From an optimization exercise on the open Yosys and OpenROAD flow, aimed at small area and a short achievable clock period; shortcuts taken in it are not production practice.
Function was checked by simulation only, so behaviour that the tests miss may differ from the original.

==> xenon: inputs <==
## MIPS
module MIPS (
  input  wire        CLK,
  input  wire        RST,
  input  wire [31:0] instr,
  input  wire [31:0] ReadData,
  output wire [31:0] PC,
  output wire [31:0] ALUOut,
  output wire [31:0] WriteData,
  output wire        MemWrite
);
export LEC_CHECK = 0
export CAP_MARGIN = 20
export CORE_MARGIN = 2
export CORE_UTILIZATION = 55
export CTS_BUF_LIST = sky130_fd_sc_hd__clkbuf_8
export CTS_CLUSTER_DIAMETER = 50
export CTS_CLUSTER_SIZE = 16
export PLACE_DENSITY = 0.7
export SETUP_SLACK_MARGIN = 5
export SLEW_MARGIN = 20
export SYNTH_HIERARCHICAL = 1
create_clock -name core_clock -period 17.0 [get_ports {CLK}]
standard.sh (not shown) runs the stock make flow with config.mk's settings and CLKGATE_MAP_FILE= SYNTH_SCRIPT=/design/flow/synth_recipe.tcl, a recipe that flattens the netlist after the stock synthesis.
==> flow/flow/run.sh <==
#!/bin/bash
# Layout flow: the standard synthesis and layout (standard.sh), with two
# changes to how the layout is made:
#  - the port buffers are buf_2 cells (the default choice is a slow delay
#    buffer whose footprint the resizer may not change);
#  - timing repair aims for 6.75 ns of setup slack instead of 5.
# Each step's full output goes to a log file of its own in this folder.
set -euo pipefail
export BUFFER_PORTS_ARGS="-buffer_cell sky130_fd_sc_hd__buf_2"
bash standard.sh synth > synth.log 2>&1
bash standard.sh SETUP_SLACK_MARGIN=6.75 finish > layout.log 2>&1
==> willow (differences from xenon) <==
--- a/flow/design.v
+++ b/flow/design.v
@@ -1704,76 +1704,24 @@
 endmodule
 module Register_File (
   input  [1023:0] Regs,       
   input  [31:0]   Sel,        
   input           Hit,        
   input  [31:0]   Byp,
   output [31:0]   RD
 );
-wire [511:0] y;                           
-wire [127:0] g;                           
-wire [63:0]  h;                           
-genvar p, b;
-generate
-  for (p = 0; p < 16; p = p + 1) begin : pr
-    for (b = 0; b < 32; b = b + 2) begin : bt
-      Read_AO c (
-        .s0(Sel[2*p]), .s1(Sel[2*p+1]),
-        .d0({Regs[32*(2*p)   + b + 1], Regs[32*(2*p)   + b]}),
-        .d1({Regs[32*(2*p+1) + b + 1], Regs[32*(2*p+1) + b]}),
-        .y ({y[16*(b+1) + p], y[16*b + p]})
-      );
-    end
-  end
-  for (b = 0; b < 32; b = b + 1) begin : tl
-    Read_Nand4 n0 (.a(y[16*b +: 4]),      .y(g[4*b]));
-    Read_Nand4 n1 (.a(y[16*b + 4 +: 4]),  .y(g[4*b + 1]));
-    Read_Nand4 n2 (.a(y[16*b + 8 +: 4]),  .y(g[4*b + 2]));
-    Read_Nand4 n3 (.a(y[16*b + 12 +: 4]), .y(g[4*b + 3]));
-    Read_Nor2  r0 (.a(g[4*b]),     .b(g[4*b + 1]), .y(h[2*b]));
-    Read_Nor2  r1 (.a(g[4*b + 2]), .b(g[4*b + 3]), .y(h[2*b + 1]));
-    Read_Last  l  (.h0(h[2*b]), .h1(h[2*b + 1]), .hit(Hit), .byp(Byp[b]), .o(RD[b]));
-  end
-endgenerate
-endmodule
-module Read_AO (input s0, s1, input [1:0] d0, d1, output [1:0] y);
-assign y = ~(({2{s0}} & d0) | ({2{s1}} & d1));
-endmodule
-module Read_Nand4 (input [3:0] a, output y);
-assign y = ~&a;
-endmodule
-module Read_Nor2 (input a, b, output y);
-assign y = ~(a | b);
-endmodule
-module Read_Last (input h0, h1, hit, byp, output o);
-assign o = ~(h0 & h1 & ~(hit & byp));
-endmodule
-module Reg_Decode (
-  input  [4:0]  A,
-  input  [31:0] OKn,
-  output [31:0] Sel
-);
-wire [3:0] lo_n;
-wire [7:0] hi_n;
-Reg_Pre2 p2 (.a(A[1:0]), .yn(lo_n));
-Reg_Pre3 p3 (.a(A[4:2]), .yn(hi_n));
-genvar k;
-generate for (k = 0; k < 32; k = k + 1) begin : sl
-  Reg_Sel s (.an(lo_n[k % 4]), .bn(hi_n[k / 4]), .okn(OKn[k]), .y(Sel[k]));
-end endgenerate
-endmodule
-module Reg_Pre2 (input [1:0] a, output [3:0] yn);
-assign yn = ~(4'b1 << a);
-endmodule
-module Reg_Pre3 (input [2:0] a, output [7:0] yn);
-assign yn = ~(8'b1 << a);
-endmodule
-module Reg_Sel (input an, bn, okn, output y);
-assign y = ~(an | bn | okn);
+reg [31:0] r;
+integer k;
+always @* begin
+  r = {32{Hit}} & Byp;
+  for (k = 0; k < 32; k = k + 1)
+    r = r | ({32{Sel[k]}} & Regs[32*k +: 32]);
+end
+assign RD = r;
 endmodule
 module ALU (
   input  [31:0] SrcA, SrcB,
   input         Sub,
   input         SelAnd, SelOr, SelSlt,
   output [31:0] ALUResult
 );
 wire [31:0] bx = Sub ? ~SrcB : SrcB;
@@ -3133,22 +3081,20 @@
 genvar gi, gj;
 generate for (gi = 0; gi < 32; gi = gi + 1) begin : hr
   for (gj = 0; gj < 32; gj = gj + 1) begin : hb
     Reg_Hold h (.nwe(nwsel[gi]), .nd(nwres[gj]), .q(regs[32*gi + gj]),
                 .y(rnext[32*gi + gj]));
   end
 end endgenerate
 wire [31:0] rok = valid & ~wsel;           
-wire [31:0] A, B, sel1, sel2;
-Reg_Decode d1 (.A(rs), .OKn(~rok), .Sel(sel1));
-Reg_Decode d2 (.A(rt), .OKn(~rok), .Sel(sel2));
-Register_File RP1 (.Regs(regs), .Sel(sel1),
+wire [31:0] A, B;
+Register_File RP1 (.Regs(regs), .Sel((32'b1 << rs) & rok),
                    .Hit(wv && rs == wd), .Byp(wres), .RD(A));
-Register_File RP2 (.Regs(regs), .Sel(sel2),
+Register_File RP2 (.Regs(regs), .Sel((32'b1 << rt) & rok),
                    .Hit(wv && rt == wd), .Byp(wres), .RD(B));
 assign WriteData = B;
 Adder_A aadd (.a(A), .b(imm), .s(ALUOut));
 wire [31:0] result, ra, rb;
 wire [2:0]  rx;
 ALU alu (
   .SrcA(A), .SrcB(B), .Sub(Sub),
   .SelAnd(SelAnd), .SelOr(SelOr), .SelSlt(SelSlt),
==> flow/flow/run.sh (replaced) <==
#!/bin/bash
# Layout flow: the standard synthesis and layout (standard.sh), with two
# changes to how the layout is made:
#  - the port buffers are buf_2 cells (the default choice is a slow delay
#    buffer whose footprint the resizer may not change);
#  - timing repair aims for 6.5 ns of setup slack instead of 5.
# Each step's full output goes to a log file of its own in this folder.
set -euo pipefail
export BUFFER_PORTS_ARGS="-buffer_cell sky130_fd_sc_hd__buf_2"
bash standard.sh synth > synth.log 2>&1
bash standard.sh SETUP_SLACK_MARGIN=6.5 finish > layout.log 2>&1
==> notes <==
willow went through all stages and came out clean. xenon completed with no timing, DRC or antenna violations. Against xenon, the final area of willow is lower by about 1.6%. Against willow, the synthesized cell count of xenon is smaller by about 1.1%. In willow the non-clock buffer count is lower than in xenon, by 24. Against xenon, the via count of willow is larger by 5.0%.

afterwards: timing with drivers on the ports:
No port has a modelled driver above. Below, the same layouts with a new extraction and two added sets of constraints. Step 1, drivers: a clkbuf_16 drives CLK and a buf_2 each remaining input, both assumed. Step 2 also shifts input and output timing later by t, the mid clock arrival at the registers, as if the neighbouring blocks saw the same clock. Three values: ideal, step 1, step 2; two values: the first two.
run | t, ns | slack for setup (ns) | worst register clock-pin slew, ns
xenon | 0.961 | 6.699 / 6.672 / 6.139 | 0.11 / 0.11
willow | 0.998 | 6.392 / 6.351 / 5.797 | 0.11 / 0.11
After both steps every run listed still meets setup and hold. The setup slack of willow, which loses most, moves by -0.041 ns with the drivers and by -0.595 ns with both steps.
